What follows belongs to an exercise in optimizing a design on an open flow for small area, a short achievable clock period and few clock cycles; a production flow would make more cautious choices. Only simulation tests tie the RTL to the original design; equivalence was not proved.

--- design/flow/design.v ---
module booth_mul64(op_done, result, clk, reset_n, multiplier, multiplicand, op_start, op_clear);
  input clk, reset_n, op_start, op_clear;
  input [63:0] multiplier, multiplicand;
  output op_done;
  output [127:0] result;
  reg busy, done;
  reg [3:0] cnt;
  reg [63:0] M;           
  reg [63:0] acc;         
  reg [65:0] Q;           
  reg qm1;                
  assign op_done = done;
  assign result = {acc[61:0], Q};
  always @(posedge clk or negedge reset_n)
    if (!reset_n) begin
      busy <= 1'b0;
      done <= 1'b0;
    end else if (!op_start || op_clear) begin
      busy <= 1'b0;
      done <= 1'b0;
    end else if (!busy && !done) begin
      busy <= 1'b1;
    end else if (busy && cnt == 4'd10) begin
      busy <= 1'b0;
      done <= 1'b1;
    end
  always @(posedge clk)
    if (busy) cnt <= cnt + 1'b1;
    else cnt <= 4'd0;
  wire [6:0] bq = {Q[5:0], qm1};
  wire [2:0] one, two, ng;
  wire [64:0] ma = {M[63], M};
  wire [65:0] ma2 = {M[63], M, 1'b0};
  assign one[0] = bq[1] ^ bq[0];
  assign two[0] = (bq[2] & ~bq[1] & ~bq[0]) | (~bq[2] & bq[1] & bq[0]);
  assign ng[0] = bq[2];
  assign one[1] = bq[3] ^ bq[2];
  assign two[1] = (bq[4] & ~bq[3] & ~bq[2]) | (~bq[4] & bq[3] & bq[2]);
  assign ng[1] = bq[4];
  assign one[2] = bq[5] ^ bq[4];
  assign two[2] = (bq[6] & ~bq[5] & ~bq[4]) | (~bq[6] & bq[5] & bq[4]);
  assign ng[2] = bq[6];
  wire [64:0] p0 = (({65{one[0]}} & ma) | ({65{two[0]}} & ma2[64:0])) ^ {65{ng[0]}};
  wire [64:0] p1 = (({65{one[1]}} & ma) | ({65{two[1]}} & ma2[64:0])) ^ {65{ng[1]}};
  wire [64:0] p2 = (({65{one[2]}} & ma) | ({65{two[2]}} & ma2[64:0])) ^ {65{ng[2]}};
  wire t1, t2, t3, t4, t5, t6, t7, t8, t9, t10, t11, t12, t13, t14, t15, t16, t17, t18, t19, t20, t21, t22, t23, t24, t25, t26, t27, t28, t29, t30, t31, t32, t33, t34, t35, t36, t37, t38, t39, t40, t41, t42, t43, t44, t45, t46, t47, t48, t49, t50, t51, t52, t53, t54, t55, t56, t57, t58, t59, t60, t61, t62, t63, t64, t65, t66, t67, t68, t69, t70, t71, t72, t73, t74, t75, t76, t77, t78, t79, t80, t81, t82, t83, t84, t85, t86, t87, t88, t89, t90, t91, t92, t93, t94, t95, t96, t97, t98, t99, t100, t101, t102, t103, t104, t105, t106, t107, t108, t109, t110, t111, t112, t113, t114, t115, t116, t117, t118, t119, t120, t121, t122, t123, t124, t125, t126, t127, t128, t129, t130, t131, t132, t133, t134, t135, t136, t137, t138, t139, t140, t141, t142, t143, t144, t145, t146, t147, t148, t149, t150, t151, t152, t153, t154, t155, t156, t157, t158, t159, t160, t161, t162, t163, t164, t165, t166, t167, t168, t169, t170, t171, t172, t173, t174, t175, t176, t177, t178, t179, t180, t181, t182, t183, t184, t185, t186, t187, t188, t189, t190, t191, t192, t193, t194, t195, t196, t197, t198, t199, t200, t201, t202, t203, t204, t205, t206, t207, t208, t209, t210, t211, t212, t213, t214, t215, t216, t217, t218, t219, t220, t221, t222, t223, t224, t225, t226, t227, t228, t229, t230, t231, t232, t233, t234, t235, t236, t237, t238, t239, t240, t241, t242, t243, t244, t245, t246, t247, t248, t249, t250, t251, t252, t253, t254, t255, t256, t257, t258, t259, t260, t261, t262, t263, t264, t265, t266, t267, t268;
  assign t1 = acc[2] ^ p0[2] ^ p1[0];
  assign t2 = (acc[2] & p0[2]) | (p1[0] & (acc[2] ^ p0[2]));
  assign t3 = acc[3] ^ p0[3] ^ p1[1];
  assign t4 = (acc[3] & p0[3]) | (p1[1] & (acc[3] ^ p0[3]));
  assign t5 = acc[4] ^ p0[4] ^ p1[2];
  assign t6 = (acc[4] & p0[4]) | (p1[2] & (acc[4] ^ p0[4]));
  assign t7 = acc[5] ^ p0[5] ^ p1[3];
  assign t8 = (acc[5] & p0[5]) | (p1[3] & (acc[5] ^ p0[5]));
  assign t9 = acc[6] ^ p0[6] ^ p1[4];
  assign t10 = (acc[6] & p0[6]) | (p1[4] & (acc[6] ^ p0[6]));
  assign t11 = acc[7] ^ p0[7] ^ p1[5];
  assign t12 = (acc[7] & p0[7]) | (p1[5] & (acc[7] ^ p0[7]));
  assign t13 = acc[8] ^ p0[8] ^ p1[6];
  assign t14 = (acc[8] & p0[8]) | (p1[6] & (acc[8] ^ p0[8]));
  assign t15 = acc[9] ^ p0[9] ^ p1[7];
  assign t16 = (acc[9] & p0[9]) | (p1[7] & (acc[9] ^ p0[9]));
  assign t17 = acc[10] ^ p0[10] ^ p1[8];
  assign t18 = (acc[10] & p0[10]) | (p1[8] & (acc[10] ^ p0[10]));
  assign t19 = acc[11] ^ p0[11] ^ p1[9];
  assign t20 = (acc[11] & p0[11]) | (p1[9] & (acc[11] ^ p0[11]));
  assign t21 = acc[12] ^ p0[12] ^ p1[10];
  assign t22 = (acc[12] & p0[12]) | (p1[10] & (acc[12] ^ p0[12]));
  assign t23 = acc[13] ^ p0[13] ^ p1[11];
  assign t24 = (acc[13] & p0[13]) | (p1[11] & (acc[13] ^ p0[13]));
  assign t25 = acc[14] ^ p0[14] ^ p1[12];
  assign t26 = (acc[14] & p0[14]) | (p1[12] & (acc[14] ^ p0[14]));
  assign t27 = acc[15] ^ p0[15] ^ p1[13];
  assign t28 = (acc[15] & p0[15]) | (p1[13] & (acc[15] ^ p0[15]));
  assign t29 = acc[16] ^ p0[16] ^ p1[14];
  assign t30 = (acc[16] & p0[16]) | (p1[14] & (acc[16] ^ p0[16]));
  assign t31 = acc[17] ^ p0[17] ^ p1[15];
  assign t32 = (acc[17] & p0[17]) | (p1[15] & (acc[17] ^ p0[17]));
  assign t33 = acc[18] ^ p0[18] ^ p1[16];
  assign t34 = (acc[18] & p0[18]) | (p1[16] & (acc[18] ^ p0[18]));
  assign t35 = acc[19] ^ p0[19] ^ p1[17];
  assign t36 = (acc[19] & p0[19]) | (p1[17] & (acc[19] ^ p0[19]));
  assign t37 = acc[20] ^ p0[20] ^ p1[18];
  assign t38 = (acc[20] & p0[20]) | (p1[18] & (acc[20] ^ p0[20]));
  assign t39 = acc[21] ^ p0[21] ^ p1[19];
  assign t40 = (acc[21] & p0[21]) | (p1[19] & (acc[21] ^ p0[21]));
  assign t41 = acc[22] ^ p0[22] ^ p1[20];
  assign t42 = (acc[22] & p0[22]) | (p1[20] & (acc[22] ^ p0[22]));
  assign t43 = acc[23] ^ p0[23] ^ p1[21];
  assign t44 = (acc[23] & p0[23]) | (p1[21] & (acc[23] ^ p0[23]));
  assign t45 = acc[24] ^ p0[24] ^ p1[22];
  assign t46 = (acc[24] & p0[24]) | (p1[22] & (acc[24] ^ p0[24]));
  assign t47 = acc[25] ^ p0[25] ^ p1[23];
  assign t48 = (acc[25] & p0[25]) | (p1[23] & (acc[25] ^ p0[25]));
  assign t49 = acc[26] ^ p0[26] ^ p1[24];
  assign t50 = (acc[26] & p0[26]) | (p1[24] & (acc[26] ^ p0[26]));
  assign t51 = acc[27] ^ p0[27] ^ p1[25];
  assign t52 = (acc[27] & p0[27]) | (p1[25] & (acc[27] ^ p0[27]));
  assign t53 = acc[28] ^ p0[28] ^ p1[26];
  assign t54 = (acc[28] & p0[28]) | (p1[26] & (acc[28] ^ p0[28]));
  assign t55 = acc[29] ^ p0[29] ^ p1[27];
  assign t56 = (acc[29] & p0[29]) | (p1[27] & (acc[29] ^ p0[29]));
  assign t57 = acc[30] ^ p0[30] ^ p1[28];
  assign t58 = (acc[30] & p0[30]) | (p1[28] & (acc[30] ^ p0[30]));
  assign t59 = acc[31] ^ p0[31] ^ p1[29];
  assign t60 = (acc[31] & p0[31]) | (p1[29] & (acc[31] ^ p0[31]));
  assign t61 = acc[32] ^ p0[32] ^ p1[30];
  assign t62 = (acc[32] & p0[32]) | (p1[30] & (acc[32] ^ p0[32]));
  assign t63 = acc[33] ^ p0[33] ^ p1[31];
  assign t64 = (acc[33] & p0[33]) | (p1[31] & (acc[33] ^ p0[33]));
  assign t65 = acc[34] ^ p0[34] ^ p1[32];
  assign t66 = (acc[34] & p0[34]) | (p1[32] & (acc[34] ^ p0[34]));
  assign t67 = acc[35] ^ p0[35] ^ p1[33];
  assign t68 = (acc[35] & p0[35]) | (p1[33] & (acc[35] ^ p0[35]));
  assign t69 = acc[36] ^ p0[36] ^ p1[34];
  assign t70 = (acc[36] & p0[36]) | (p1[34] & (acc[36] ^ p0[36]));
  assign t71 = acc[37] ^ p0[37] ^ p1[35];
  assign t72 = (acc[37] & p0[37]) | (p1[35] & (acc[37] ^ p0[37]));
  assign t73 = acc[38] ^ p0[38] ^ p1[36];
  assign t74 = (acc[38] & p0[38]) | (p1[36] & (acc[38] ^ p0[38]));
  assign t75 = acc[39] ^ p0[39] ^ p1[37];
  assign t76 = (acc[39] & p0[39]) | (p1[37] & (acc[39] ^ p0[39]));
  assign t77 = acc[40] ^ p0[40] ^ p1[38];
  assign t78 = (acc[40] & p0[40]) | (p1[38] & (acc[40] ^ p0[40]));
  assign t79 = acc[41] ^ p0[41] ^ p1[39];
  assign t80 = (acc[41] & p0[41]) | (p1[39] & (acc[41] ^ p0[41]));
  assign t81 = acc[42] ^ p0[42] ^ p1[40];
  assign t82 = (acc[42] & p0[42]) | (p1[40] & (acc[42] ^ p0[42]));
  assign t83 = acc[43] ^ p0[43] ^ p1[41];
  assign t84 = (acc[43] & p0[43]) | (p1[41] & (acc[43] ^ p0[43]));
  assign t85 = acc[44] ^ p0[44] ^ p1[42];
  assign t86 = (acc[44] & p0[44]) | (p1[42] & (acc[44] ^ p0[44]));
  assign t87 = acc[45] ^ p0[45] ^ p1[43];
  assign t88 = (acc[45] & p0[45]) | (p1[43] & (acc[45] ^ p0[45]));
  assign t89 = acc[46] ^ p0[46] ^ p1[44];
  assign t90 = (acc[46] & p0[46]) | (p1[44] & (acc[46] ^ p0[46]));
  assign t91 = acc[47] ^ p0[47] ^ p1[45];
  assign t92 = (acc[47] & p0[47]) | (p1[45] & (acc[47] ^ p0[47]));
  assign t93 = acc[48] ^ p0[48] ^ p1[46];
  assign t94 = (acc[48] & p0[48]) | (p1[46] & (acc[48] ^ p0[48]));
  assign t95 = acc[49] ^ p0[49] ^ p1[47];
  assign t96 = (acc[49] & p0[49]) | (p1[47] & (acc[49] ^ p0[49]));
  assign t97 = acc[50] ^ p0[50] ^ p1[48];
  assign t98 = (acc[50] & p0[50]) | (p1[48] & (acc[50] ^ p0[50]));
  assign t99 = acc[51] ^ p0[51] ^ p1[49];
  assign t100 = (acc[51] & p0[51]) | (p1[49] & (acc[51] ^ p0[51]));
  assign t101 = acc[52] ^ p0[52] ^ p1[50];
  assign t102 = (acc[52] & p0[52]) | (p1[50] & (acc[52] ^ p0[52]));
  assign t103 = acc[53] ^ p0[53] ^ p1[51];
  assign t104 = (acc[53] & p0[53]) | (p1[51] & (acc[53] ^ p0[53]));
  assign t105 = acc[54] ^ p0[54] ^ p1[52];
  assign t106 = (acc[54] & p0[54]) | (p1[52] & (acc[54] ^ p0[54]));
  assign t107 = acc[55] ^ p0[55] ^ p1[53];
  assign t108 = (acc[55] & p0[55]) | (p1[53] & (acc[55] ^ p0[55]));
  assign t109 = acc[56] ^ p0[56] ^ p1[54];
  assign t110 = (acc[56] & p0[56]) | (p1[54] & (acc[56] ^ p0[56]));
  assign t111 = acc[57] ^ p0[57] ^ p1[55];
  assign t112 = (acc[57] & p0[57]) | (p1[55] & (acc[57] ^ p0[57]));
  assign t113 = acc[58] ^ p0[58] ^ p1[56];
  assign t114 = (acc[58] & p0[58]) | (p1[56] & (acc[58] ^ p0[58]));
  assign t115 = acc[59] ^ p0[59] ^ p1[57];
  assign t116 = (acc[59] & p0[59]) | (p1[57] & (acc[59] ^ p0[59]));
  assign t117 = acc[60] ^ p0[60] ^ p1[58];
  assign t118 = (acc[60] & p0[60]) | (p1[58] & (acc[60] ^ p0[60]));
  assign t119 = acc[61] ^ p0[61] ^ p1[59];
  assign t120 = (acc[61] & p0[61]) | (p1[59] & (acc[61] ^ p0[61]));
  assign t121 = acc[62] ^ p0[62] ^ p1[60];
  assign t122 = (acc[62] & p0[62]) | (p1[60] & (acc[62] ^ p0[62]));
  assign t123 = acc[63] ^ p0[63] ^ p1[61];
  assign t124 = (acc[63] & p0[63]) | (p1[61] & (acc[63] ^ p0[63]));
  assign t125 = acc[63] ^ p0[64] ^ p1[62];
  assign t126 = (acc[63] & p0[64]) | (p1[62] & (acc[63] ^ p0[64]));
  assign t127 = acc[63] ^ p0[64] ^ p1[63];
  assign t128 = (acc[63] & p0[64]) | (p1[63] & (acc[63] ^ p0[64]));
  assign t129 = acc[63] ^ p0[64] ^ p1[64];
  assign t130 = (acc[63] & p0[64]) | (p1[64] & (acc[63] ^ p0[64]));
  assign t131 = acc[63] ^ p0[64] ^ p1[64];
  assign t132 = (acc[63] & p0[64]) | (p1[64] & (acc[63] ^ p0[64]));
  assign t133 = acc[63] ^ p0[64] ^ p1[64];
  assign t134 = (acc[63] & p0[64]) | (p1[64] & (acc[63] ^ p0[64]));
  assign t135 = acc[63] ^ p0[64] ^ p1[64];
  assign t136 = (acc[63] & p0[64]) | (p1[64] & (acc[63] ^ p0[64]));
  assign t137 = p2[0] ^ ng[2] ^ t5;
  assign t138 = (p2[0] & ng[2]) | (t5 & (p2[0] ^ ng[2]));
  assign t139 = p2[1] ^ t7 ^ t6;
  assign t140 = (p2[1] & t7) | (t6 & (p2[1] ^ t7));
  assign t141 = p2[2] ^ t9 ^ t8;
  assign t142 = (p2[2] & t9) | (t8 & (p2[2] ^ t9));
  assign t143 = p2[3] ^ t11 ^ t10;
  assign t144 = (p2[3] & t11) | (t10 & (p2[3] ^ t11));
  assign t145 = p2[4] ^ t13 ^ t12;
  assign t146 = (p2[4] & t13) | (t12 & (p2[4] ^ t13));
  assign t147 = p2[5] ^ t15 ^ t14;
  assign t148 = (p2[5] & t15) | (t14 & (p2[5] ^ t15));
  assign t149 = p2[6] ^ t17 ^ t16;
  assign t150 = (p2[6] & t17) | (t16 & (p2[6] ^ t17));
  assign t151 = p2[7] ^ t19 ^ t18;
  assign t152 = (p2[7] & t19) | (t18 & (p2[7] ^ t19));
  assign t153 = p2[8] ^ t21 ^ t20;
  assign t154 = (p2[8] & t21) | (t20 & (p2[8] ^ t21));
  assign t155 = p2[9] ^ t23 ^ t22;
  assign t156 = (p2[9] & t23) | (t22 & (p2[9] ^ t23));
  assign t157 = p2[10] ^ t25 ^ t24;
  assign t158 = (p2[10] & t25) | (t24 & (p2[10] ^ t25));
  assign t159 = p2[11] ^ t27 ^ t26;
  assign t160 = (p2[11] & t27) | (t26 & (p2[11] ^ t27));
  assign t161 = p2[12] ^ t29 ^ t28;
  assign t162 = (p2[12] & t29) | (t28 & (p2[12] ^ t29));
  assign t163 = p2[13] ^ t31 ^ t30;
  assign t164 = (p2[13] & t31) | (t30 & (p2[13] ^ t31));
  assign t165 = p2[14] ^ t33 ^ t32;
  assign t166 = (p2[14] & t33) | (t32 & (p2[14] ^ t33));
  assign t167 = p2[15] ^ t35 ^ t34;
  assign t168 = (p2[15] & t35) | (t34 & (p2[15] ^ t35));
  assign t169 = p2[16] ^ t37 ^ t36;
  assign t170 = (p2[16] & t37) | (t36 & (p2[16] ^ t37));
  assign t171 = p2[17] ^ t39 ^ t38;
  assign t172 = (p2[17] & t39) | (t38 & (p2[17] ^ t39));
  assign t173 = p2[18] ^ t41 ^ t40;
  assign t174 = (p2[18] & t41) | (t40 & (p2[18] ^ t41));
  assign t175 = p2[19] ^ t43 ^ t42;
  assign t176 = (p2[19] & t43) | (t42 & (p2[19] ^ t43));
  assign t177 = p2[20] ^ t45 ^ t44;
  assign t178 = (p2[20] & t45) | (t44 & (p2[20] ^ t45));
  assign t179 = p2[21] ^ t47 ^ t46;
  assign t180 = (p2[21] & t47) | (t46 & (p2[21] ^ t47));
  assign t181 = p2[22] ^ t49 ^ t48;
  assign t182 = (p2[22] & t49) | (t48 & (p2[22] ^ t49));
  assign t183 = p2[23] ^ t51 ^ t50;
  assign t184 = (p2[23] & t51) | (t50 & (p2[23] ^ t51));
  assign t185 = p2[24] ^ t53 ^ t52;
  assign t186 = (p2[24] & t53) | (t52 & (p2[24] ^ t53));
  assign t187 = p2[25] ^ t55 ^ t54;
  assign t188 = (p2[25] & t55) | (t54 & (p2[25] ^ t55));
  assign t189 = p2[26] ^ t57 ^ t56;
  assign t190 = (p2[26] & t57) | (t56 & (p2[26] ^ t57));
  assign t191 = p2[27] ^ t59 ^ t58;
  assign t192 = (p2[27] & t59) | (t58 & (p2[27] ^ t59));
  assign t193 = p2[28] ^ t61 ^ t60;
  assign t194 = (p2[28] & t61) | (t60 & (p2[28] ^ t61));
  assign t195 = p2[29] ^ t63 ^ t62;
  assign t196 = (p2[29] & t63) | (t62 & (p2[29] ^ t63));
  assign t197 = p2[30] ^ t65 ^ t64;
  assign t198 = (p2[30] & t65) | (t64 & (p2[30] ^ t65));
  assign t199 = p2[31] ^ t67 ^ t66;
  assign t200 = (p2[31] & t67) | (t66 & (p2[31] ^ t67));
  assign t201 = p2[32] ^ t69 ^ t68;
  assign t202 = (p2[32] & t69) | (t68 & (p2[32] ^ t69));
  assign t203 = p2[33] ^ t71 ^ t70;
  assign t204 = (p2[33] & t71) | (t70 & (p2[33] ^ t71));
  assign t205 = p2[34] ^ t73 ^ t72;
  assign t206 = (p2[34] & t73) | (t72 & (p2[34] ^ t73));
  assign t207 = p2[35] ^ t75 ^ t74;
  assign t208 = (p2[35] & t75) | (t74 & (p2[35] ^ t75));
  assign t209 = p2[36] ^ t77 ^ t76;
  assign t210 = (p2[36] & t77) | (t76 & (p2[36] ^ t77));
  assign t211 = p2[37] ^ t79 ^ t78;
  assign t212 = (p2[37] & t79) | (t78 & (p2[37] ^ t79));
  assign t213 = p2[38] ^ t81 ^ t80;
  assign t214 = (p2[38] & t81) | (t80 & (p2[38] ^ t81));
  assign t215 = p2[39] ^ t83 ^ t82;
  assign t216 = (p2[39] & t83) | (t82 & (p2[39] ^ t83));
  assign t217 = p2[40] ^ t85 ^ t84;
  assign t218 = (p2[40] & t85) | (t84 & (p2[40] ^ t85));
  assign t219 = p2[41] ^ t87 ^ t86;
  assign t220 = (p2[41] & t87) | (t86 & (p2[41] ^ t87));
  assign t221 = p2[42] ^ t89 ^ t88;
  assign t222 = (p2[42] & t89) | (t88 & (p2[42] ^ t89));
  assign t223 = p2[43] ^ t91 ^ t90;
  assign t224 = (p2[43] & t91) | (t90 & (p2[43] ^ t91));
  assign t225 = p2[44] ^ t93 ^ t92;
  assign t226 = (p2[44] & t93) | (t92 & (p2[44] ^ t93));
  assign t227 = p2[45] ^ t95 ^ t94;
  assign t228 = (p2[45] & t95) | (t94 & (p2[45] ^ t95));
  assign t229 = p2[46] ^ t97 ^ t96;
  assign t230 = (p2[46] & t97) | (t96 & (p2[46] ^ t97));
  assign t231 = p2[47] ^ t99 ^ t98;
  assign t232 = (p2[47] & t99) | (t98 & (p2[47] ^ t99));
  assign t233 = p2[48] ^ t101 ^ t100;
  assign t234 = (p2[48] & t101) | (t100 & (p2[48] ^ t101));
  assign t235 = p2[49] ^ t103 ^ t102;
  assign t236 = (p2[49] & t103) | (t102 & (p2[49] ^ t103));
  assign t237 = p2[50] ^ t105 ^ t104;
  assign t238 = (p2[50] & t105) | (t104 & (p2[50] ^ t105));
  assign t239 = p2[51] ^ t107 ^ t106;
  assign t240 = (p2[51] & t107) | (t106 & (p2[51] ^ t107));
  assign t241 = p2[52] ^ t109 ^ t108;
  assign t242 = (p2[52] & t109) | (t108 & (p2[52] ^ t109));
  assign t243 = p2[53] ^ t111 ^ t110;
  assign t244 = (p2[53] & t111) | (t110 & (p2[53] ^ t111));
  assign t245 = p2[54] ^ t113 ^ t112;
  assign t246 = (p2[54] & t113) | (t112 & (p2[54] ^ t113));
  assign t247 = p2[55] ^ t115 ^ t114;
  assign t248 = (p2[55] & t115) | (t114 & (p2[55] ^ t115));
  assign t249 = p2[56] ^ t117 ^ t116;
  assign t250 = (p2[56] & t117) | (t116 & (p2[56] ^ t117));
  assign t251 = p2[57] ^ t119 ^ t118;
  assign t252 = (p2[57] & t119) | (t118 & (p2[57] ^ t119));
  assign t253 = p2[58] ^ t121 ^ t120;
  assign t254 = (p2[58] & t121) | (t120 & (p2[58] ^ t121));
  assign t255 = p2[59] ^ t123 ^ t122;
  assign t256 = (p2[59] & t123) | (t122 & (p2[59] ^ t123));
  assign t257 = p2[60] ^ t125 ^ t124;
  assign t258 = (p2[60] & t125) | (t124 & (p2[60] ^ t125));
  assign t259 = p2[61] ^ t127 ^ t126;
  assign t260 = (p2[61] & t127) | (t126 & (p2[61] ^ t127));
  assign t261 = p2[62] ^ t129 ^ t128;
  assign t262 = (p2[62] & t129) | (t128 & (p2[62] ^ t129));
  assign t263 = p2[63] ^ t131 ^ t130;
  assign t264 = (p2[63] & t131) | (t130 & (p2[63] ^ t131));
  assign t265 = p2[64] ^ t133 ^ t132;
  assign t266 = (p2[64] & t133) | (t132 & (p2[64] ^ t133));
  assign t267 = p2[64] ^ t135 ^ t134;
  assign t268 = (p2[64] & t135) | (t134 & (p2[64] ^ t135));
  wire [69:0] r0 = {t267, t265, t263, t261, t259, t257, t255, t253, t251, t249, t247, t245, t243, t241, t239, t237, t235, t233, t231, t229, t227, t225, t223, t221, t219, t217, t215, t213, t211, t209, t207, t205, t203, t201, t199, t197, t195, t193, t191, t189, t187, t185, t183, t181, t179, t177, t175, t173, t171, t169, t167, t165, t163, t161, t159, t157, t155, t153, t151, t149, t147, t145, t143, t141, t139, t4, t3, ng[1], acc[1], acc[0]};
  wire [69:0] r1 = {t266, t264, t262, t260, t258, t256, t254, t252, t250, t248, t246, t244, t242, t240, t238, t236, t234, t232, t230, t228, t226, t224, t222, t220, t218, t216, t214, t212, t210, t208, t206, t204, t202, t200, t198, t196, t194, t192, t190, t188, t186, t184, t182, t180, t178, t176, t174, t172, t170, t168, t166, t164, t162, t160, t158, t156, t154, t152, t150, t148, t146, t144, t142, t140, t138, t137, t2, t1, p0[1], p0[0]};
  wire [69:0] x = r0 + r1 + ng[0];
  always @(posedge clk) begin
    M <= multiplicand;
    if (busy) begin
      acc <= x[69:6];
      Q <= {x[5:0], Q[65:6]};
      qm1 <= Q[5];
    end else if (!done) begin
      acc <= 64'd0;
      Q <= {{2{multiplier[63]}}, multiplier};
      qm1 <= 1'b0;
    end
  end
endmodule
--- design/flow/run.sh ---
#!/bin/bash
# synth_recipe.tcl (not shown) runs the flow's synth.tcl, then flattens the netlist and writes it again
# the make line also repeats each setting of config.mk as NAME=value (left out here)
make -C /OpenROAD-flow-scripts/flow DESIGN_CONFIG=/design/flow/config.mk WORK_HOME=/design/flow/orfs CLKGATE_MAP_FILE= SYNTH_SCRIPT=/design/flow/synth_recipe.tcl finish
--- design/flow/config.mk ---
export PLATFORM = sky130hd
export DESIGN_NAME = booth_mul64
export DESIGN_NICKNAME = booth_mul64
export VERILOG_FILES = /design/flow/design.v
export SDC_FILE = /design/flow/constraint.sdc
export NUM_CORES = 4
export LEC_CHECK = 0
export CAP_MARGIN = 20
export CORE_MARGIN = 2
export CORE_UTILIZATION = 40
export SLEW_MARGIN = 20
--- design/flow/constraint.sdc ---
create_clock -name core_clock -period 10.0 [get_ports {clk}]
set_input_delay 2.0000 -clock core_clock [delete_from_list [all_inputs] [get_ports {clk}]]
set_output_delay 2.0000 -clock core_clock [all_outputs]
set_load 0.01 [all_outputs]
==> out/results.ini, run 1 <==
[layout]
num_antenna_cells=0
post-route-util_pct=46.6
syn_to_final_growth_pct=14.6
drive_gt1_share_pct=5.91
nets=2932
final_cells=3309
fill_cells=5062

[outcome]
status=complete, no violations

[timing]
setup_viol=0
holdWs_ns=0.474
fin_skew_ns=0.0274
setup-tns-final_ns=0
fin_crit_sh_pct=72.1
rsz0062_at_grt=false
report.final.slew_viol_count=0
slew_headroom_pct=25.0
min_period_ns=7.21
final-hold-violation-count=0
fmax_ghz=0.139
worst_slew_pin_slew_ns=1.12

[drt]
drc=0
postRouteAntennaNets=0
drt-pass1-iter-count=6
wl_per_cell_um=21.2
vias=19918
drt_first_iter_violations=1578
via_per_inst=6.02
wl_mm=70.3

[setup_path]
path_max_fanout=34
crit_type=flop to flop
arrival_ns=7.66
cp.required_ns=10.44
critPathLaunchType=flop
endpoint_kind=flop

[placement]
dp_cells=3259
dp_hpwl_mm=49.2
gp_congestion=0.911
io_buffer_count=260

[yosys]
synth.distinct_cells=71
yosysWarnings=1
ys_ff_latch=201
syn_inst=2618
synth-edff-count=131
synth_nets=2950
postSynthAreaPerCell_sq_um=8.21
synth_ff_type=edfxtp_1
synthArstFlopShare_pct=0.995
synthesis.area_sq_um=21500
ys_seq_area_share_pct=24.9

[global_routing]
grt.overflow.total=0
grt_pass1_vias=19434
grt_start_max_net_pins=187
grt_pass1_wl_mm=111
antenna_found_initial=0
grt_usage_pct=24.6

[clocking]
cts_buffer_depth=3
cts.repair.resized=0
clock_latency_ns=0.59
htreeDepth=1
cts-root-buf=clkbuf_16
cts_inserted_buffers=27
cts_tree=yes
clkSinkCount=201
cts_setup_buffers=0
clkTransAtPathRegs_ns=0.07
holdBufCountCts=0

[die]
row_count=84
floorplan.initialDensity_pct=40.7
fp.coreArea_sq_um=52900
chipHeight_um=236
die_width_um=236
die_area_sq_um=55600
pin_count=261

[worst_hold_path]
hp-class=flop to flop

[flow_run]
max_cap_viol_count=0

cell usage after synthesis, drive strengths merged, types with 16 or more instances:
cell type	n	share of area (%)
edfxtp	131	18
buf	93	2.8
a21o	50	1.7
o31ai	49	2.0
nand4	28	0.84
nor2b	56	1.6
and2	59	1.7
nand2	222	3.9
a221oi	99	4.0
o21ai	96	2.3
o22ai	143	4.2
maj3	57	2.7
inv	159	2.8
xnor2	36	1.5
o21bai	17	0.59
nor2	222	3.9
fa	130	12
mux2	63	3.3
clkbuf	240	4.2
nand2b	16	0.47
a21oi	316	7.4
a22oi	53	1.9
xor2	24	0.98
ha	70	4.1
dfxtp	68	6.3
logic make-up (layout without fill, tap and decap cells):
logic type      Yosys count  count (layout)  synth area share, %
xor+xnor                 60              60                 2.48
mux                      74              74                 3.81
simple gates            650             650                 13.8
buf+inv                 492             495                 9.81
compound gates          884             884                 26.4
fa+ha+maj               257             257                 18.8
flops                   201             201                 24.9
sequential cells by signal (all words and copies together) (netlist names):
register,flops
Q,66
M,64
acc,64
cnt,4
busy,1
done,1
qm1,1
cell type report:
type | instances | area, sq um | share of cell area (%)
Multi-Input combinational cell | 1925 | 14100 | 57.1
Sequential cell | 201 | 5350 | 21.7
Timing Repair Buffer | 286 | 2840 | 11.5
Tap cell | 688 | 861 | 3.49
Clock buffer | 34 | 702 | 2.85
Inverter | 159 | 597 | 2.42
Clock inverter | 16 | 216 | 0.878
critical path: stages, from the launching register on:
cell	delay [ns]
edfxtp_1	0.79
buf_4	0.55
xnor2_2	0.19
nor2b_4	0.90
buf_4	0.52
a221oi_1	0.16
fa_1	0.52
inv_1	0.05
fa_1	0.50
inv_1	0.04
ha_1	0.36
a21oi_1	0.21
o21ai_0	0.15
a22o_1	0.23
or3_1	0.37
a211o_1	0.32
a21oi_2	0.28
o31ai_4	0.14
o311a_1	0.32
a21oi_1	0.20
mux2i_1	0.21
layout by cell type, fill, tap and decap left out, drive strengths merged, types with 53 or more instances in the layout:
cell type,netlist,final
a21oi,316,316
a221oi,99,99
a22oi,53,53
and2,59,59
clkdlybuf4s50,0,260
dfxtp,68,68
edfxtp,131,131
fa,130,130
ha,70,70
inv,159,161
maj3,57,57
mux2,63,63
nand2,222,222
nor2,222,222
nor2b,56,56
o21ai,96,96
o22ai,143,143
per-stage QoR:
stage	setup WS, ns	cell area [sq um]
2_1_floorplan	4.50	21500
3_3_place_gp	3.03	23700
3_5_place_dp	2.94	23700
4_1_cts	2.93	24600
5_1_grt	2.38	24600
6_report	2.79	24600
worst paths after layout:
check / endpoint / startpoint / slack [ns] / cells after the start
max: acc[56] / qm1 / 2.79 / 20
min: cnt[0] / cnt[0] / 0.47 / 1
max reg2reg: acc[56] / qm1 / 2.79 / 20
min reg2reg: cnt[0] / cnt[0] / 0.47 / 1
max in group asynchronous: busy / reset_n / 8.28 / 1
min in group asynchronous: busy / reset_n / 1.58 / 1
routing by layer:
| layer | track usage, % | up-vias | part of all wire, % |
|---|---|---|---|
| li1 | - | 9242 | - |
| met1 | 31.2 | 9635 | 41 |
| met2 | 41.6 | 908 | 48 |
| met3 | 5.06 | 133 | 8.2 |
| met4 | 8.24 | 0 | 3.2 |
| met5 | 0 | - | 0 |
Testbench counts, summed over its fixed seeds: cycles 5,368.
==> inputs of run 2 (changes only) <==
--- a/design/flow/design.v
+++ b/design/flow/design.v
@@ -10,3 +10,2 @@
   reg [65:0] Q;           
-  reg qm1;                
   assign op_done = done;
@@ -29,15 +28,17 @@
     else cnt <= 4'd0;
-  wire [6:0] bq = {Q[5:0], qm1};
-  wire [2:0] one, two, ng;
+  reg [2:0] one, two, ng;
+  wire [6:0] bq = busy ? Q[11:5] : {multiplier[5:0], 1'b0};
+  always @(posedge clk) begin
+    one[0] <= bq[1] ^ bq[0];
+    two[0] <= (bq[2] & ~bq[1] & ~bq[0]) | (~bq[2] & bq[1] & bq[0]);
+    ng[0] <= bq[2];
+    one[1] <= bq[3] ^ bq[2];
+    two[1] <= (bq[4] & ~bq[3] & ~bq[2]) | (~bq[4] & bq[3] & bq[2]);
+    ng[1] <= bq[4];
+    one[2] <= bq[5] ^ bq[4];
+    two[2] <= (bq[6] & ~bq[5] & ~bq[4]) | (~bq[6] & bq[5] & bq[4]);
+    ng[2] <= bq[6];
+  end
   wire [64:0] ma = {M[63], M};
   wire [65:0] ma2 = {M[63], M, 1'b0};
-  assign one[0] = bq[1] ^ bq[0];
-  assign two[0] = (bq[2] & ~bq[1] & ~bq[0]) | (~bq[2] & bq[1] & bq[0]);
-  assign ng[0] = bq[2];
-  assign one[1] = bq[3] ^ bq[2];
-  assign two[1] = (bq[4] & ~bq[3] & ~bq[2]) | (~bq[4] & bq[3] & bq[2]);
-  assign ng[1] = bq[4];
-  assign one[2] = bq[5] ^ bq[4];
-  assign two[2] = (bq[6] & ~bq[5] & ~bq[4]) | (~bq[6] & bq[5] & bq[4]);
-  assign ng[2] = bq[6];
   wire [64:0] p0 = (({65{one[0]}} & ma) | ({65{two[0]}} & ma2[64:0])) ^ {65{ng[0]}};
@@ -322,3 +323,2 @@
       Q <= {x[5:0], Q[65:6]};
-      qm1 <= Q[5];
     end else if (!done) begin
@@ -326,3 +326,2 @@
       Q <= {{2{multiplier[63]}}, multiplier};
-      qm1 <= 1'b0;
     end
--- a/design/flow/config.mk
+++ b/design/flow/config.mk
@@ -10,2 +10,3 @@
 export CORE_UTILIZATION = 40
+export SETUP_SLACK_MARGIN = 5
 export SLEW_MARGIN = 20
==> out/results.ini, run 2 <==
[outcome]
status=complete, no violations

[layout]
drive_gt1_share_pct=13.1  ; +7.1 points
layout_common_cells=clkdlybuf4s50_1, inv_1, xnor2_1
fill_cells=4060  ; -20%
largest_reg_flops=66  ; unchanged
nets=2377  ; -19%
regMostFlops=Q
layout_commonest_cell=clkdlybuf4s50_1
stdcell_area_sq_um=23000  ; -6.8%
num_antenna_cells=0  ; unchanged
reg.largest.list=Q (66), M (64), acc (64)
syn_to_final_growth_pct=26.1

[clocking]
cts_tree=yes
cts_buffer_depth=3  ; unchanged
clock_latency_ns=0.57  ; -0.02 ns
clkSinkCount=209  ; +4.0%
cts-root-buf=clkbuf_16
htreeDepth=1  ; unchanged
cts_inserted_buffers=28  ; +3.7%
clkTransAtPathRegs_ns=0.06  ; about the same

[die]
die_width_um=217  ; -7.9%
fp.coreArea_sq_um=45200  ; -15%
pin_count=261  ; unchanged
row_count=78  ; -7.1%
chipHeight_um=217  ; -7.9%
floorplan.initialDensity_pct=40.3  ; -0.39 points
die_area_sq_um=47200  ; -15%

[timing]
report.final.slew_viol_count=0  ; unchanged
worst_slew_pin_slew_ns=0.842  ; -0.281 ns
setup_viol=0  ; unchanged
rsz0062_at_grt=true
fin_crit_sh_pct=50.0  ; -22 points
min_period_ns=5.00  ; -2.21 ns
setup-tns-final_ns=0  ; unchanged
fin_skew_ns=0.0197  ; -0.00774 ns
fmax_ghz=0.200  ; +44%
holdWs_ns=0.469  ; -0.00541 ns
slew_headroom_pct=43.3  ; +18 points
final-hold-violation-count=0  ; unchanged

[yosys]
synthAdderAreaFrac_pct=19.1  ; +0.28 points
ys_seq_area_share_pct=30.2  ; +5.3 points
ys_ff_latch=209  ; +4.0%
synth.distinct_cells=67  ; -5.6%
synth_compound_area_share_pct=17.8  ; -8.6 points
synthArstFlopShare_pct=0.957  ; -0.038 points
synth_ff_type=edfxtp_1
synth_top_family_by_area=adder cells
synth_largest_area_cell=edfxtp_1
synthesis.area_sq_um=18200  ; -15%
synth-edff-count=130  ; -0.76%
yosys-top-cells-count=a22oi_1, inv_1, xnor2_1, edfxtp_1, fa_1
postSynthAreaPerCell_sq_um=9.78  ; +19%
netlist.area_leader.share_pct=21.5  ; +3.2 points
synth_nets=2193  ; -26%
yosys.area_share.simple_pct=7.96  ; -5.8 points
synthTopCellsByArea=edfxtp_1, fa_1, xnor2_1, dfxtp_1, a22oi_1
yosysWarnings=1  ; unchanged
syn_inst=1861  ; -29%
yosysMostFrequentCell=a22oi_1
muxShareOfSynthArea_pct=4.10  ; +0.29 points
synth_xor_area_share_pct=12.2  ; +9.7 points

[drt]
via_per_inst=5.58  ; -7.2%
drc=0  ; unchanged
vias=14892  ; -25%
drt_first_iter_violations=1360  ; -14%
drt-pass1-iter-count=7  ; +1
postRouteAntennaNets=0  ; unchanged
wl_mm=58.6  ; -17%
wl_per_cell_um=22.0  ; +3.4%

[placement]
dpl_cell_area_sq_um=20800  ; -12%
dp_hpwl_mm=41.1  ; -16%
io_buffer_count=260  ; unchanged
gp_congestion=0.893  ; -2.0%

[global_routing]
grt_usage_pct=23.9  ; -0.69 points
grt.overflow.total=0  ; unchanged
grt_pass1_wl_mm=87.9  ; -20%
antenna_found_initial=0  ; unchanged
grt_pass1_vias=15042  ; -23%
grt_start_max_net_pins=86  ; -54%

[worst_hold_path]
hp-class=flop to flop

[setup_path]
crit_type=flop to flop
arrival_ns=5.42  ; -2.24 ns
cp_slowest_stage_delay_ns=0.50  ; -0.40 ns
path_cells=buf_12 -> a22oi_2 -> xnor2_2 -> fa_1 -> inv_1 -> fa_1 -> inv_1 -> ha_4 -> nand2_2 -> or4_4 -> a21o_1 -> a21o_4 -> a2111o_1 -> buf_6 -> a2111oi_4 -> buf_4 -> o21ai_2 -> a21o_1 -> a21oi_2
cp.required_ns=10.42  ; -0.02 ns
critPathLaunchType=flop
critPathSlowestCell=fa_1
path_max_fanout=6  ; -82%
endpoint_kind=flop

[flow_run]
max_cap_viol_count=0  ; unchanged

[run 2: cell count changes in the layout (fill, tap and decap cells not counted), sizes merged, moves of 57 or more]
cell    previous run  this run
a21oi            316       107
a221oi            99         2
a22oi             53       191
maj3              57         0
nand2            222        70
nor2             222       106
o22ai            143         2
xnor2             36       181
[run 2: area by class of cell]
class / instances / area (sq um) / share of cell area [%]
clock buffers: 34 / 744 / 3.24
clock inverters: 18 / 245 / 1.07
inverters: 182 / 683 / 2.98
multi-input cells: 1296 / 11600 / 50.4
flip-flops and latches: 209 / 5530 / 24.1
well taps: 600 / 751 / 3.27
repair buffers: 328 / 3430 / 15.0
[run 2: final timing paths]
check                         from  cells past startpoint  endpoint  slack (ns)
min reg2reg                 cnt[0]                      1    cnt[0]        0.47
min                         cnt[0]                      1    cnt[0]        0.47
min in group asynchronous  reset_n                      1      busy        1.59
max                         one[1]                     19   acc[49]        5.00
max in group asynchronous  reset_n                      1      busy        8.27
max reg2reg                 one[1]                     19   acc[49]        5.00
[run 2: per-stage QoR]
stage | setup WS [ns] | cells | util (%)
after floorplan | 5.00 | 1861 | -
after global placement | 4.07 | 2559 | 46.0
after detailed placement | 4.01 | 2559 | 46.0
after CTS | 4.96 | 2638 | 49.4
after global routing | 4.87 | 2667 | 50.8
final | 5.00 | 2667 | 50.8
[run 2: timing repair]
action,in CTS,in global routing
endpoints found under the hold margin,0,0
cloned,3,4
hold buffers,0,0
setup buffers,24,25
setup endpoints to repair,46,28
gates resized for setup,43,78
pin swaps,8,37
[run 2: logic make-up (layout without fill, tap and decap cells)]
kind of cell             Yosys count  after routing
flip-flops                       209            209
adder cells (fa/ha/maj)          200            200
AO/OA/AOI/OAI                    474            474
XOR/XNOR                         253            253
AND/OR/NAND/NOR                  302            302
multiplexers                      67             67
buffers and inverters            356            562
[run 2: worst max-delay path: cells and delay by family, from the launching register on]
| family | cells | cell delay, ns |
|---|---|---|
| AO/OA/AOI/OAI | 8 | 1.71 |
| adder cells (fa/ha/maj) | 3 | 1.29 |
| buffers and inverters | 5 | 0.64 |
| AND/OR/NAND/NOR | 2 | 0.57 |
| flip-flops | 1 | 0.47 |
| XOR/XNOR | 1 | 0.16 |
[run 2: per-layer routing]
layer	part of all wire (%)	wire (um)	track usage, %
met3	8.3	4860	3.49
met2	47	27400	39.8
met1	42	24600	32.0
met4	2.9	1680	7.60
met5	0	0	0
Testbench counts of run 2, summed over its fixed seeds: cycles 5,368.
==> inputs of run 3 (changes only) <==
==> design/flow/flow/run.sh (new file) <==
#!/bin/bash
# Standard ORFS layout (the standard.sh) with two changes:
#  - ports are buffered with buf_1 instead of the flow's default choice;
#  - repair_timing aims for a setup slack margin of 7 ns.
set -euo pipefail
export BUFFER_PORTS_ARGS="-buffer_cell sky130_fd_sc_hd__buf_1"
export SETUP_SLACK_MARGIN=7
bash standard.sh > standard_make.log 2>&1
==> design/flow/standard.sh (new file) <==
#!/bin/bash
# synth_recipe.tcl (not shown) runs the flow's synth.tcl, then flattens the netlist and writes it again
# the make line also repeats each setting of config.mk as NAME=value (left out here)
make -C /OpenROAD-flow-scripts/flow DESIGN_CONFIG=/design/flow/config.mk WORK_HOME=/design/flow/orfs CLKGATE_MAP_FILE= SYNTH_SCRIPT=/design/flow/synth_recipe.tcl "${@:-finish}"
--- a/design/flow/config.mk
+++ b/design/flow/config.mk
@@ -10,3 +10,2 @@
 export CORE_UTILIZATION = 40
-export SETUP_SLACK_MARGIN = 5
 export SLEW_MARGIN = 20
removed: design/flow/run.sh
==> out/results.ini, run 3 <==
[setup_path]
endpoint_kind=flop
crit_type=flop to flop
path_max_fanout=7  ; +1
rr_worst_depth=22  ; +3
cp.required_ns=10.31  ; -0.11 ns
arrival_ns=5.23  ; -0.19 ns
critPathLaunchType=flop

[layout]
regArea_sq_um=5530  ; about the same
stdcell_area_sq_um=23500  ; +2.4%
regMostFlops=Q
fill_cells=4000  ; -1.5%
largest_reg_flops=66  ; unchanged
syn_to_final_growth_pct=29.1
num_antenna_cells=0  ; unchanged
reg.largest.list=Q (66), M (64), acc (64)
drive_gt1_share_pct=26.3  ; +13 points
layout_common_cells=buf_1, inv_1, xnor2_1
nets=2476  ; +4.2%
layout_commonest_cell=buf_1
multiInputGateArea_sq_um=12500  ; +8.0%

[drt]
drt_first_iter_violations=1339  ; -1.5%
via_per_inst=5.70  ; +2.1%
wl_mm=62.8  ; +7.2%
drt-pass1-iter-count=6  ; -1
vias=15770  ; +5.9%
wl_per_cell_um=22.7  ; +3.4%
postRouteAntennaNets=0  ; unchanged
drc=0  ; unchanged

[yosys]
syn_inst=1861  ; unchanged
synth_ff_type=edfxtp_1
yosysMostFrequentCell=a22oi_1
ys_seq_area_share_pct=30.2  ; unchanged
synth_nets=2193  ; unchanged
yosysWarnings=1  ; unchanged
synthTopCellsByArea=edfxtp_1, fa_1, xnor2_1, dfxtp_1, a22oi_1
ys_ff_latch=209  ; unchanged
netlist.area_leader.share_pct=21.5  ; unchanged
yosys-top-cells-count=a22oi_1, inv_1, xnor2_1, edfxtp_1, fa_1
synthArstFlopShare_pct=0.957  ; unchanged
synthesis.area_sq_um=18200  ; unchanged
synth.distinct_cells=67  ; unchanged
synth-edff-count=130  ; unchanged
synth_largest_area_cell=edfxtp_1
postSynthAreaPerCell_sq_um=9.78  ; unchanged

[timing]
setup_viol=0  ; unchanged
fmax_ghz=0.203  ; +1.6%
setup-tns-final_ns=0  ; unchanged
worst_slew_pin_slew_ns=1.04  ; +0.194 ns
fin_skew_ns=0.0180  ; -0.00168 ns
report.final.slew_viol_count=0  ; unchanged
slew_headroom_pct=30.2  ; -13 points
rsz0062_at_grt=true
final-hold-violation-count=0  ; unchanged
holdWs_ns=0.469  ; +0.000536 ns
min_period_ns=4.92  ; -0.0784 ns
fin_crit_sh_pct=49.2  ; -0.78 points

[worst_hold_path]
min_path_cells=1  ; unchanged
hp-class=flop to flop

[clocking]
htreeDepth=1  ; unchanged
cts_buffer_depth=3  ; unchanged
holdBufCountCts=0  ; unchanged
clkTransAtPathRegs_ns=0.06  ; about the same
cts_tree=yes
clock_latency_ns=0.60  ; +0.03 ns
clkSinkCount=209  ; unchanged
cts-root-buf=clkbuf_16
cts_inserted_buffers=28  ; unchanged

[global_routing]
grt_pass1_vias=16051  ; +6.7%
antenna_found_initial=0  ; unchanged
grt_pass1_wl_mm=94.0  ; +6.9%
grt_start_max_net_pins=89  ; +3.5%
grt_usage_pct=25.7  ; +1.8 points
grt.overflow.total=0  ; unchanged

[die]
floorplan.initialDensity_pct=40.3  ; unchanged
fp.coreArea_sq_um=45200  ; unchanged
pin_count=261  ; unchanged
chipHeight_um=217  ; unchanged
die_width_um=217  ; unchanged
die_area_sq_um=47200  ; unchanged
row_count=78  ; unchanged

[flow_run]
max_cap_viol_count=0  ; unchanged

[outcome]
status=complete, no violations

[placement]
dp_hpwl_mm=38.7  ; -5.8%
io_buffer_count=260  ; unchanged
gp_congestion=0.901  ; +0.86%
dpl_cell_area_sq_um=19300  ; -7.0%

[run 3: cell counts after synthesis]
Identical to the previous run, type by type.
[run 3: repair_timing]
item | in CTS | in global routing
pin swaps | 101 | 49
resized for setup | 289 | 119
endpoints found under the setup margin | 197 | 195
setup buffers | 110 | 30
gates cloned | 15 | 0
endpoints found under the hold margin | 0 | 0
[run 3: final cells by class]
type	count	share of cell area, %
inverters	182	2.91
repair buffers	427	13.2
flip-flops and latches	209	23.5
clock buffers	42	3.65
multi-input cells	1296	53.2
well taps	600	3.19
clock inverters	10	0.378
[run 3: worst paths after layout]
check / from / endpoint / slack (ns)
min in group asynchronous: reset_n / busy / 1.19
worst min-delay path: cnt[0] / cnt[0] / 0.47
max in group asynchronous: reset_n / busy / 8.67
worst max-delay path: one[1] / acc[48] / 5.08
worst min register to register: cnt[0] / cnt[0] / 0.47
worst max register to register: one[1] / acc[48] / 5.08
[run 3: critical path: stages, from the launching register on]
cell and delay, ns:
dfxtp_4 0.39, buf_12 0.14, buf_16 0.14, buf_12 0.13, buf_6 0.11, buf_6 0.11
a22oi_2 0.19, xnor2_2 0.10, fa_1 0.53, inv_2 0.04, fa_1 0.51, inv_2 0.05
ha_4 0.26, buf_12 0.14, nand2_4 0.07, o21ai_4 0.07, a211oi_2 0.21, o211ai_1 0.15
a31o_2 0.28, a2111o_1 0.53, a31oi_1 0.26, xnor2_1 0.16, nor2_1 0.07
[run 3: stage by stage]
step	cells	util [%]	worst slack, ns
2_1_floorplan	1861	-	5.33
4_1_cts	2736	50.6	5.17
5_1_grt	2766	52.0	4.97
6_report	2766	52.0	5.08
3_5_place_dp	2559	42.7	4.25
3_3_place_gp	2559	42.7	4.38
[run 3: routing by layer]
| layer | track usage (%) | part of all wire [%] | up-vias |
|---|---|---|---|
| met4 | 11.1 | 4.7 | 0 |
| met3 | 4.75 | 7.6 | 177 |
| met1 | 33.2 | 40 | 7834 |
| met5 | 0 | 0 | - |
| met2 | 42.0 | 48 | 743 |
| li1 | - | - | 7016 |
[run 3: cell families after synthesis]
| logic type | share of synthesized area, % |
|---|---|
| xor+xnor | 12.2 |
| mux | 4.10 |
| fa+ha+maj | 19.1 |
| flops | 30.2 |
| compound gates | 17.8 |
| simple gates | 7.96 |
| buf+inv | 8.69 |

[what the ideal ports hide]
The flow's constraints put no driver on any port. The routed layouts listed below were extracted and timed again, unchanged, in two steps.
Step 1 (the two cells are an assumption about what drives the block):
set clk [get_ports {clk}]
set_driving_cell -lib_cell sky130_fd_sc_hd__clkbuf_16 $clk
set_driving_cell -lib_cell sky130_fd_sc_hd__buf_2 [delete_from_list [all_inputs] $clk]
Step 2 adds t to the input delays and takes it off the output delays; t is the mean of the earliest and latest rising clock arrival at the registers after step 1. Input paths then give back, and output paths get back, about the clock's delay inside the block.
Slacks: no drivers / after step 1 / after step 2; pairs: no drivers / after step 1.
run | shift t [ns] | slack for setup (ns) | cell pins on the clock port's net
run 1 | 0.639 | 2.785 / 2.785 / 2.785 | 1
run 2 | 0.620 | 4.999 / 4.999 / 4.999 | 1
run 3 | 0.649 | 5.078 / 5.078 / 5.078 | 1
After both steps every run listed still meets setup and hold.
